What follows belongs to an exercise in optimizing a design on an open flow for small area; a production flow would make more cautious choices.
Only simulation tests tie the RTL to the original design; equivalence was not proved.
No driver is modelled on the clock port, so clocking that relies on it looks cheaper here than on a real chip.
Power is estimated from default activity; no workload was simulated.

==> build 80 <==
==> flow/design.v <==
module top(
    input clk,
    input rst,
    input spi_miso,
    output uart_tx,
    output spi_clk,
    output spi_cs,
    output spi_mosi,
    output led_green,
    output led_blue
);
    reg [5:0] p;     
    reg [2:0] s;     
    reg [4:0] u;     
    localparam [5:0] P24 = 6'd48, P49 = 6'd9;    
    localparam [4:0] U12 = 5'd5,  U24 = 5'd20;   
    wire pt   = (p == P49);
    wire rise = pt & (s == 3'd3);               
    wire tick = (p == P24) & (u == U12);        
    wire oclk = s[2];                           
    always @(posedge clk) begin
        if (rst || pt)
            p <= 6'd0;
        else
            p <= {p[4:0], ~(p[5] ^ p[4])};
    end
    always @(posedge clk) begin
        if (rst) begin
            s <= 3'd0;
            u <= 5'd0;
        end else if (pt) begin
            s <= s + 3'd1;
            u <= (u == U24) ? 5'd0 : {u[3:0], ~(u[4] ^ u[2])};
        end
    end
    localparam PRE = 3'b000, INIT1 = 3'b100, INIT2 = 3'b101, GAP = 3'b001,
               READ1 = 3'b110, READ2 = 3'b111, UART = 3'b010;
    reg [2:0] sg;
    reg [4:0] j;
    reg       r1;    
    reg [3:0] b;     
    wire intr      = sg[2];                      
    wire uart      = (sg == UART);
    wire frame_end = tick & (b == 4'd15);
    wire jump      = rise && intr && j == 5'd17;
    wire advance   = (rise && j == 5'd31) ||
                     (jump && sg[0]) ||
                     (uart && frame_end && j == 5'd30);
    always @(posedge clk) begin
        if (rst) begin
            sg <= PRE;
            j <= 5'd30;
        end else begin
            if (jump) begin
                case (sg[1:0])
                    2'b00:   j <= r1 ? 5'd31 : 5'd21;    
                    2'b01:   j <= 5'd11;                 
                    2'b10:   j <= 5'd31;                 
                    default: j <= 5'd28;                 
                endcase
            end else if (uart ? frame_end : rise)
                j <= j + 5'd1;
            if (advance)
                case (sg)
                    PRE:     sg <= INIT1;
                    INIT1:   sg <= INIT2;
                    INIT2:   sg <= GAP;
                    GAP:     sg <= READ1;
                    READ1:   sg <= READ2;
                    READ2:   sg <= UART;
                    default: sg <= PRE;
                endcase
        end
    end
    always @(posedge clk) begin
        if (rst)
            r1 <= 1'b1;
        else if (frame_end && uart && j == 5'd28)
            r1 <= 1'b0;
    end
    wire clr = (sg == PRE) && (j == 5'd30);     
    function [15:0] frame(input [1:0] t);
        case (t)
            2'd0: frame = 16'h3101;
            2'd1: frame = 16'h2D08;
            2'd2: frame = 16'hB200;
            default: frame = 16'hB300;
        endcase
    endfunction
    wire [1:0] tr = sg[1:0];
    reg mosi;
    always @(posedge clk) begin
        if (rst)
            mosi <= 1'b0;
        else if (pt && s == 3'd7 && intr && j <= 5'd15)
            mosi <= frame(tr) >> (5'd15 - j);
    end
    assign spi_mosi = mosi;
    assign spi_cs   = ~(intr && j <= 5'd16);
    assign spi_clk  = ~(intr && j <= 5'd15 && !oclk);
    wire run = r1 | uart;
    always @(posedge clk) begin
        if (rst)
            b <= 4'd0;
        else if (tick) begin
            if (b == 4'd0)
                b <= run ? 4'd6 : 4'd0;
            else
                b <= b + 4'd1;
        end
    end
    reg [15:0] sum;
    wire data_bit = r1 ? 1'b0 :
                    (j == 5'd28) ? (b[0] & ~b[2]) :      
                    sum[8];
    assign uart_tx = b[3] ? data_bit : (b != 4'd7);
    wire urot = tick && b[3] && uart && j != 5'd28;
    reg  [12:0] d;       
    reg  [2:0]  r;       
    reg         pend;    
    reg         blue, green;
    wire bits = rise && j >= 5'd8 && j <= 5'd15;      
    wire rd1  = bits && sg == READ1 && j != 5'd15;    
    wire rd2  = bits && sg == READ2;                  
    wire rdq  = rd2 && j >= 5'd10;                    
    wire post = pt && sg == READ2 && j == 5'd16 && s != 3'd3;  
    wire       dvb = rd2 ? spi_miso : d[12];
    wire [3:0] r4  = {r, dvb};
    wire       qb  = (r4 >= 4'd5);
    wire [3:0] rn  = qb ? r4 - 4'd5 : r4;
    reg  [7:0] c;        
    reg        xpend, act;
    wire       xact = act && (c < 8'd13);
    always @(posedge clk) begin
        if (rd1)
            d <= {d[11:0], spi_miso};
        else if (rdq || post)
            d <= {d[11:0], qb};
        else if (xact)
            d <= {d[12], d[12:1]};
    end
    always @(posedge clk) begin
        if (rd2 || post)
            r <= rn[2:0];
        else if (sg != READ2)
            r <= 3'd0;
    end
    always @(posedge clk) begin
        if (rd2 && j == 5'd8)
            pend <= spi_miso;
    end
    reg [129:0] ring;
    always @(posedge clk) begin
        ring <= {ring[128:0], xact ? d[0] : (ring[129] & ~clr)};
    end
    always @(posedge clk) begin
        if (rst) begin
            c <= 8'd0;
            xpend <= 1'b0;
            act <= 1'b0;
        end else begin
            if (act && c == 8'd15)
                c <= 8'd3;
            else if (c == 8'd129)
                c <= 8'd0;
            else
                c <= c + 8'd1;
            if (rise && sg == READ2 && j == 5'd16)
                xpend <= 1'b1;
            else if (c == 8'd129)
                xpend <= 1'b0;
            if (xpend && c == 8'd129)
                act <= 1'b1;
            else if (c == 8'd15)
                act <= 1'b0;
        end
    end
    reg  bw, cy;
    wire nb  = xact & d[0];
    wire ob  = xact & ring[129];
    wire db  = nb ^ ob ^ bw;
    wire sb  = sum[0] ^ db ^ cy;
    always @(posedge clk) begin
        if (act) begin
            bw <= (~nb & ob) | (~(nb ^ ob) & bw);
            cy <= (sum[0] & db) | (cy & (sum[0] ^ db));
        end else begin
            bw <= 1'b0;
            cy <= 1'b0;
        end
    end
    always @(posedge clk) begin
        if (act)
            sum <= {sb, sum[15:1]};
        else if (urot)
            sum <= {sum[0], sum[15:1]};
        else if (clr)
            sum <= {1'b0, sum[15:1]};
    end
    always @(posedge clk) begin
        if (rst) begin
            blue <= 1'b0;
            green <= 1'b0;
        end else if (uart) begin
            blue <= pend;
            if (j == 5'd28 && p != 6'd0)
                green <= (sum >= 16'd36) && (sum <= 16'd65500);
        end
    end
    assign led_blue  = blue;
    assign led_green = green;
endmodule
==> flow/flow/run.sh <==
#!/bin/bash
# Layout flow: the standard ORFS flow with these changes:
#  - synthesis maps the logic for area (flow/synth.tcl); registers unchanged,
#  - clock tree synthesis without dummy loads and with larger sink clusters,
#  - the smallest buffer on the ports,
#  - cells on paths with slack downsized after clock tree synthesis.
# Each tool's output goes to the ORFS logs under orfs/logs; make's own output
# goes to synth_make.log and flow_make.log in the work folder.
set -euo pipefail
work=$(pwd)
here=$(cd "$(dirname "$0")" && pwd)
export CTS_ARGS="-sink_clustering_enable -repair_clock_nets -dont_use_dummy_load -sink_clustering_size 36 -sink_clustering_max_diameter 80 -distance_between_buffers 1000 -branching_point_buffers_distance 1000"
export BUFFER_PORTS_ARGS="-buffer_cell sky130_fd_sc_hd__buf_1"
export POST_CTS_TCL="$here/post_cts.tcl"
make -C "$FLOW_HOME" DESIGN_CONFIG="$work/config.mk" WORK_HOME="$work/orfs" \
  CLKGATE_MAP_FILE= SYNTH_SCRIPT="$here/synth.tcl" synth > synth_make.log 2>&1
bash standard.sh finish > flow_make.log 2>&1
==> flow/flow/post_cts.tcl <==
# Downsize cells wherever the timing slack allows, then legalize again.
estimate_parasitics -placement
repair_timing -recover_power 100
detailed_placement
check_placement -verbose
==> flow/flow/synth.tcl <==
# The standard synthesis (synth_recipe.tcl), with one change: the logic is
# mapped by ABC with an area-oriented script, and adders are left to ABC
# instead of being mapped to adder cells first.  Registers are untouched.
proc synth {args} { yosys synth -nofsm -noshare {*}$args }
proc abc {args} {
  set out {}
  set skip 0
  foreach a $args {
    if {$skip} { set skip 0; continue }
    if {[lsearch {-script -D -constr} $a] >= 0} { set skip 1; continue }
    lappend out $a
  }
  yosys abc {*}$out -script "+strash;dc2;dch,-f;map,-a;mfs2;strash;dch,-f;map,-a"
}
set ::env(ADDER_MAP_FILE) ""
source $::env(SCRIPTS_DIR)/synth.tcl
# left out here: clear keep_hierarchy, flatten, clean up, hide names made inside functions, write 1_2_yosys.v
==> flow/standard.sh <==
#!/bin/bash
# synth_recipe.tcl (not shown) runs the flow's synth.tcl, then flattens the netlist and writes it again
# the make line also repeats each setting of config.mk as NAME=value (left out here)
make -C /OpenROAD-flow-scripts/flow DESIGN_CONFIG=/design/flow/config.mk WORK_HOME=/design/flow/orfs CLKGATE_MAP_FILE= SYNTH_SCRIPT=/design/flow/synth_recipe.tcl "${@:-finish}"
==> flow/config.mk <==
export PLATFORM = sky130hd
export DESIGN_NAME = top
export DESIGN_NICKNAME = top
export VERILOG_FILES = /design/flow/design.v
export SDC_FILE = /design/flow/constraint.sdc
export NUM_CORES = 4
export LEC_CHECK = 0
export CAP_MARGIN = 20
export CORE_MARGIN = 2
export CORE_UTILIZATION = 70
export SLEW_MARGIN = 20
==> flow/constraint.sdc <==
create_clock -name core_clock -period 30.0 [get_ports {clk}]
set_input_delay 6.0000 -clock core_clock [delete_from_list [all_inputs] [get_ports {clk}]]
set_output_delay 6.0000 -clock core_clock [all_outputs]
set_load 0.01 [all_outputs]
==> inputs of trial 83, as changes to build 80 <==
--- a/flow/design.v
+++ b/flow/design.v
@@ -109,12 +109,16 @@
                 b <= b + 4'd1;
         end
     end
-    reg [15:0] sum;
+    reg  txd;            
+    reg  nxt;            
     wire data_bit = r1 ? 1'b0 :
                     (j == 5'd28) ? (b[0] & ~b[2]) :      
-                    sum[8];
+                    txd;
     assign uart_tx = b[3] ? data_bit : (b != 4'd7);
-    wire urot = tick && b[3] && uart && j != 5'd28;
+    always @(posedge clk) begin
+        if (tick)
+            txd <= nxt;
+    end
     reg  [12:0] d;       
     reg  [2:0]  r;       
     reg         pend;    
@@ -128,15 +132,18 @@
     wire [3:0] r4  = {r, dvb};
     wire       qb  = (r4 >= 4'd5);
     wire [3:0] rn  = qb ? r4 - 4'd5 : r4;
-    reg  [7:0] c;        
-    reg        xpend, act;
-    wire       xact = act && (c < 8'd13);
+    reg  [3:0] ck, cw;
+    reg  [1:0] xs;       
+    wire xrev  = (xs == 2'd2);
+    wire start = (ck == 4'd0) && (cw == 4'd0);
+    wire cend  = (cw == 4'd9);
+    wire tend  = (ck == 4'd12) && cend;
     always @(posedge clk) begin
         if (rd1)
             d <= {d[11:0], spi_miso};
         else if (rdq || post)
             d <= {d[11:0], qb};
-        else if (xact)
+        else if (xrev && cend)
             d <= {d[12], d[12:1]};
     end
     always @(posedge clk) begin
@@ -149,53 +156,57 @@
         if (rd2 && j == 5'd8)
             pend <= spi_miso;
     end
-    reg [129:0] ring;
-    always @(posedge clk) begin
-        ring <= {ring[128:0], xact ? d[0] : (ring[129] & ~clr)};
-    end
-    always @(posedge clk) begin
-        if (rst) begin
-            c <= 8'd0;
-            xpend <= 1'b0;
-            act <= 1'b0;
+    reg  [129:0] ring;
+    wire rin = xrev ? (cend ? d[0] : ring[128]) : (ring[129] & ~clr);
+    always @(posedge clk) begin
+        ring <= {ring[128:0], rin};
+    end
+    always @(posedge clk) begin
+        if (rst) begin
+            ck <= 4'd0;
+            cw <= 4'd0;
+            xs <= 2'd0;
         end else begin
-            if (act && c == 8'd15)
-                c <= 8'd3;
-            else if (c == 8'd129)
-                c <= 8'd0;
-            else
-                c <= c + 8'd1;
-            if (rise && sg == READ2 && j == 5'd16)
-                xpend <= 1'b1;
-            else if (c == 8'd129)
-                xpend <= 1'b0;
-            if (xpend && c == 8'd129)
-                act <= 1'b1;
-            else if (c == 8'd15)
-                act <= 1'b0;
-        end
-    end
-    reg  bw, cy;
-    wire nb  = xact & d[0];
-    wire ob  = xact & ring[129];
-    wire db  = nb ^ ob ^ bw;
-    wire sb  = sum[0] ^ db ^ cy;
-    always @(posedge clk) begin
-        if (act) begin
-            bw <= (~nb & ob) | (~(nb ^ ob) & bw);
-            cy <= (sum[0] & db) | (cy & (sum[0] ^ db));
-        end else begin
-            bw <= 1'b0;
-            cy <= 1'b0;
-        end
-    end
-    always @(posedge clk) begin
-        if (act)
-            sum <= {sb, sum[15:1]};
-        else if (urot)
-            sum <= {sum[0], sum[15:1]};
-        else if (clr)
-            sum <= {1'b0, sum[15:1]};
+            cw <= cend ? 4'd0 : cw + 4'd1;
+            if (cend)
+                ck <= (ck == 4'd12) ? 4'd0 : ck + 4'd1;
+            case (xs)
+                2'd0: if (rise && sg == READ2 && j == 5'd16) xs <= 2'd1;
+                2'd1: if (tend) xs <= 2'd2;
+                2'd2: if (tend) xs <= 2'd3;
+                default: xs <= 2'd0;
+            endcase
+        end
+    end
+    reg  [4:0] acc;
+    always @(posedge clk) begin
+        acc <= (cw == 4'd0 ? (ck == 4'd0 ? 5'd0 : {1'b0, acc[4:1]}) : acc) + {4'd0, rin};
+    end
+    wire [2:0] m   = b[2:0] + 3'd1;
+    wire       hi  = (j == 5'd29);
+    wire       top = hi && m[2];                       
+    wire [3:0] tgt = top ? 4'd0 : {hi, m} + 4'd1;
+    always @(posedge clk) begin
+        if (cw == 4'd0 && ck == tgt)
+            nxt <= top ? acc[m[1:0]] : acc[0];
+    end
+    reg  ge, gt;
+    wire sbit = acc[0];
+    always @(posedge clk) begin
+        if (xrev && cw == 4'd0 && ck != 4'd0) begin
+            case (ck)
+                4'd1: begin ge <= 1'b0;       gt <= sbit;        end  
+                4'd2: begin ge <= 1'b0;       gt <= gt | sbit;   end  
+                4'd3, 4'd4, 4'd5:
+                      begin ge <= ge | sbit;  gt <= gt & sbit;   end  
+                4'd6: begin ge <= ge & sbit;  gt <= gt | sbit;   end  
+                default:
+                      begin ge <= ge | sbit;  gt <= gt & sbit;   end  
+            endcase
+        end else if (xs == 2'd3) begin
+            ge <= ge | (acc[3:0] != 4'd0);
+            gt <= gt & (acc[3:0] == 4'd15);
+        end
     end
     always @(posedge clk) begin
         if (rst) begin
@@ -204,7 +215,7 @@
         end else if (uart) begin
             blue <= pend;
             if (j == 5'd28 && p != 6'd0)
-                green <= (sum >= 16'd36) && (sum <= 16'd65500);
+                green <= ge && !gt;
         end
     end
     assign led_blue  = blue;
--- a/flow/flow/run.sh
+++ b/flow/flow/run.sh
@@ -9,7 +9,7 @@
 set -euo pipefail
 work=$(pwd)
 here=$(cd "$(dirname "$0")" && pwd)
-export CTS_ARGS="-sink_clustering_enable -repair_clock_nets -dont_use_dummy_load -sink_clustering_size 36 -sink_clustering_max_diameter 80 -distance_between_buffers 1000 -branching_point_buffers_distance 1000"
+export CTS_ARGS="-sink_clustering_enable -repair_clock_nets -dont_use_dummy_load -sink_clustering_size 30 -sink_clustering_max_diameter 100 -sink_clustering_levels 2"
 export BUFFER_PORTS_ARGS="-buffer_cell sky130_fd_sc_hd__buf_1"
 export POST_CTS_TCL="$here/post_cts.tcl"
 make -C "$FLOW_HOME" DESIGN_CONFIG="$work/config.mk" WORK_HOME="$work/orfs" \
==> inputs of trial 25, as changes to build 80 <==
--- a/flow/design.v
+++ b/flow/design.v
@@ -109,12 +109,16 @@
                 b <= b + 4'd1;
         end
     end
-    reg [15:0] sum;
+    reg  txd;            
+    reg  nxt;            
     wire data_bit = r1 ? 1'b0 :
                     (j == 5'd28) ? (b[0] & ~b[2]) :      
-                    sum[8];
+                    txd;
     assign uart_tx = b[3] ? data_bit : (b != 4'd7);
-    wire urot = tick && b[3] && uart && j != 5'd28;
+    always @(posedge clk) begin
+        if (tick)
+            txd <= nxt;
+    end
     reg  [12:0] d;       
     reg  [2:0]  r;       
     reg         pend;    
@@ -128,15 +132,18 @@
     wire [3:0] r4  = {r, dvb};
     wire       qb  = (r4 >= 4'd5);
     wire [3:0] rn  = qb ? r4 - 4'd5 : r4;
-    reg  [7:0] c;        
-    reg        xpend, act;
-    wire       xact = act && (c < 8'd13);
+    reg  [3:0] ck, cw;
+    reg  [1:0] xs;       
+    wire xrev  = (xs == 2'd2);
+    wire start = (ck == 4'd0) && (cw == 4'd0);
+    wire cend  = (cw == 4'd9);
+    wire tend  = (ck == 4'd12) && cend;
     always @(posedge clk) begin
         if (rd1)
             d <= {d[11:0], spi_miso};
         else if (rdq || post)
             d <= {d[11:0], qb};
-        else if (xact)
+        else if (xrev && cend)
             d <= {d[12], d[12:1]};
     end
     always @(posedge clk) begin
@@ -149,53 +156,57 @@
         if (rd2 && j == 5'd8)
             pend <= spi_miso;
     end
-    reg [129:0] ring;
-    always @(posedge clk) begin
-        ring <= {ring[128:0], xact ? d[0] : (ring[129] & ~clr)};
-    end
-    always @(posedge clk) begin
-        if (rst) begin
-            c <= 8'd0;
-            xpend <= 1'b0;
-            act <= 1'b0;
+    reg  [129:0] ring;
+    wire rin = xrev ? (cend ? d[0] : ring[128]) : (ring[129] & ~clr);
+    always @(posedge clk) begin
+        ring <= {ring[128:0], rin};
+    end
+    always @(posedge clk) begin
+        if (rst) begin
+            ck <= 4'd0;
+            cw <= 4'd0;
+            xs <= 2'd0;
         end else begin
-            if (act && c == 8'd15)
-                c <= 8'd3;
-            else if (c == 8'd129)
-                c <= 8'd0;
-            else
-                c <= c + 8'd1;
-            if (rise && sg == READ2 && j == 5'd16)
-                xpend <= 1'b1;
-            else if (c == 8'd129)
-                xpend <= 1'b0;
-            if (xpend && c == 8'd129)
-                act <= 1'b1;
-            else if (c == 8'd15)
-                act <= 1'b0;
-        end
-    end
-    reg  bw, cy;
-    wire nb  = xact & d[0];
-    wire ob  = xact & ring[129];
-    wire db  = nb ^ ob ^ bw;
-    wire sb  = sum[0] ^ db ^ cy;
-    always @(posedge clk) begin
-        if (act) begin
-            bw <= (~nb & ob) | (~(nb ^ ob) & bw);
-            cy <= (sum[0] & db) | (cy & (sum[0] ^ db));
-        end else begin
-            bw <= 1'b0;
-            cy <= 1'b0;
-        end
-    end
-    always @(posedge clk) begin
-        if (act)
-            sum <= {sb, sum[15:1]};
-        else if (urot)
-            sum <= {sum[0], sum[15:1]};
-        else if (clr)
-            sum <= {1'b0, sum[15:1]};
+            cw <= cend ? 4'd0 : cw + 4'd1;
+            if (cend)
+                ck <= (ck == 4'd12) ? 4'd0 : ck + 4'd1;
+            case (xs)
+                2'd0: if (rise && sg == READ2 && j == 5'd16) xs <= 2'd1;
+                2'd1: if (tend) xs <= 2'd2;
+                2'd2: if (tend) xs <= 2'd3;
+                default: xs <= 2'd0;
+            endcase
+        end
+    end
+    reg  [4:0] acc;
+    always @(posedge clk) begin
+        acc <= (cw == 4'd0 ? (ck == 4'd0 ? 5'd0 : {1'b0, acc[4:1]}) : acc) + {4'd0, rin};
+    end
+    wire [2:0] m   = b[2:0] + 3'd1;
+    wire       hi  = (j == 5'd29);
+    wire       top = hi && m[2];                       
+    wire [3:0] tgt = top ? 4'd0 : {hi, m} + 4'd1;
+    always @(posedge clk) begin
+        if (cw == 4'd0 && ck == tgt)
+            nxt <= top ? acc[m[1:0]] : acc[0];
+    end
+    reg  ge, gt;
+    wire sbit = acc[0];
+    always @(posedge clk) begin
+        if (xrev && cw == 4'd0 && ck != 4'd0) begin
+            case (ck)
+                4'd1: begin ge <= 1'b0;       gt <= sbit;        end  
+                4'd2: begin ge <= 1'b0;       gt <= gt | sbit;   end  
+                4'd3, 4'd4, 4'd5:
+                      begin ge <= ge | sbit;  gt <= gt & sbit;   end  
+                4'd6: begin ge <= ge & sbit;  gt <= gt | sbit;   end  
+                default:
+                      begin ge <= ge | sbit;  gt <= gt & sbit;   end  
+            endcase
+        end else if (xs == 2'd3) begin
+            ge <= ge | (acc[3:0] != 4'd0);
+            gt <= gt & (acc[3:0] == 4'd15);
+        end
     end
     always @(posedge clk) begin
         if (rst) begin
@@ -204,7 +215,7 @@
         end else if (uart) begin
             blue <= pend;
             if (j == 5'd28 && p != 6'd0)
-                green <= (sum >= 16'd36) && (sum <= 16'd65500);
+                green <= ge && !gt;
         end
     end
     assign led_blue  = blue;
--- a/flow/flow/run.sh
+++ b/flow/flow/run.sh
@@ -9,7 +9,7 @@
 set -euo pipefail
 work=$(pwd)
 here=$(cd "$(dirname "$0")" && pwd)
-export CTS_ARGS="-sink_clustering_enable -repair_clock_nets -dont_use_dummy_load -sink_clustering_size 36 -sink_clustering_max_diameter 80 -distance_between_buffers 1000 -branching_point_buffers_distance 1000"
+export CTS_ARGS="-sink_clustering_enable -repair_clock_nets -dont_use_dummy_load -buf_list {sky130_fd_sc_hd__clkbuf_4 sky130_fd_sc_hd__clkbuf_8} -sink_buffer_max_cap_derate 1.0"
 export BUFFER_PORTS_ARGS="-buffer_cell sky130_fd_sc_hd__buf_1"
 export POST_CTS_TCL="$here/post_cts.tcl"
 make -C "$FLOW_HOME" DESIGN_CONFIG="$work/config.mk" WORK_HOME="$work/orfs" \
==> inputs of build 2, as changes to build 80 <==
==> flow/flow/run.sh (replaced) <==
#!/bin/bash
# Layout flow: the standard ORFS flow (standard synthesis unchanged) with
#  - clock tree synthesis without dummy loads and with larger sink clusters,
#  - the smallest buffer on the ports,
#  - cells on paths with slack downsized after clock tree synthesis.
# Each tool's output goes to the ORFS logs under orfs/logs; make's own output
# goes to flow_make.log in the work folder.
set -euo pipefail
here=$(cd "$(dirname "$0")" && pwd)
export CTS_ARGS="-sink_clustering_enable -repair_clock_nets -dont_use_dummy_load -sink_clustering_size 30 -sink_clustering_max_diameter 100"
export BUFFER_PORTS_ARGS="-buffer_cell sky130_fd_sc_hd__buf_1"
export POST_CTS_TCL="$here/post_cts.tcl"
bash standard.sh finish > flow_make.log 2>&1
- CORE_UTILIZATION: 70 -> 85
removed: flow/flow/synth.tcl
==> notes.md <==
	build 80	trial 83	trial 25	build 2
Result of the run	timing/DRC/antenna clean	timing/DRC/antenna clean	timing/DRC/antenna clean	did not finish
Failing step	-	-	-	3_5_place_dp
GP Congestion	0.888	0.821	0.821	0.898
Leading power group	sequential cells	sequential cells	sequential cells	-
Maxcap violations	0	0	0	-
Initial core utilization	0.719	0.713	0.713	0.886
Clock network fraction of total power	0.295	0.397	0.314	-
Global routing usage summed across all routing layers	0.226	0.316	0.283	-
Starting DRT DRC Count	244	411	240	-
Post-Synth XOR/XNOR Area	0.00298	0.00759	0.00759	0.0108
Clock-cell share of area	0.0307	0.0652	0.0370	-
Net count of the mapped netlist	527	551	551	540
Combined area of the multi-input logic cells	1200 um^2	1360 um^2	1360 um^2	-
Fraction of area in multi-input gates	0.193	0.214	0.220	-
Number of global-route vias before repair	3438	3989	3810	-
Placed Cells	637	662	662	-
Most used routing layer	met2	met2	met2	-
Number of hold violations in the final report	0	0	0	-
Global-route wire length before repair	16.0 mm	20.7 mm	18.9 mm	-
Number of sinks handled by clock tree synthesis	205	196	196	-
Grt met3 use	0.0451	0.0990	0.0790	-

[afterwards: timing with drivers on the ports]
The flow's constraints put no driver on any port. The routed layouts listed below were extracted and timed again, unchanged, in two steps. Step 1 (the two cells are an assumption about what drives the block):
set clk [get_ports {clk}]
set_driving_cell -lib_cell sky130_fd_sc_hd__clkbuf_16 $clk
set_driving_cell -lib_cell sky130_fd_sc_hd__buf_2 [delete_from_list [all_inputs] $clk]
Step 2 adds t to the input delays and takes it off the output delays; t is the mean of the earliest and latest rising clock arrival at the registers after step 1. Input paths then give back, and output paths get back, about the clock's delay inside the block. Slacks: ideal / step 1 / step 2; pairs: ideal / step 1.
run | shift t [ns] | slack for setup (ns) | hold WS [ns]
build 80 | 0.489 | 21.770 / 21.738 / 22.193 | 0.313 / 0.313 / 0.313
trial 83 | 0.556 | 21.902 / 21.868 / 22.150 | 0.323 / 0.323 / 0.323
trial 25 | 0.597 | 21.853 / 21.823 / 22.166 | 0.323 / 0.323 / 0.323
After both steps setup and hold are still met in every run listed.
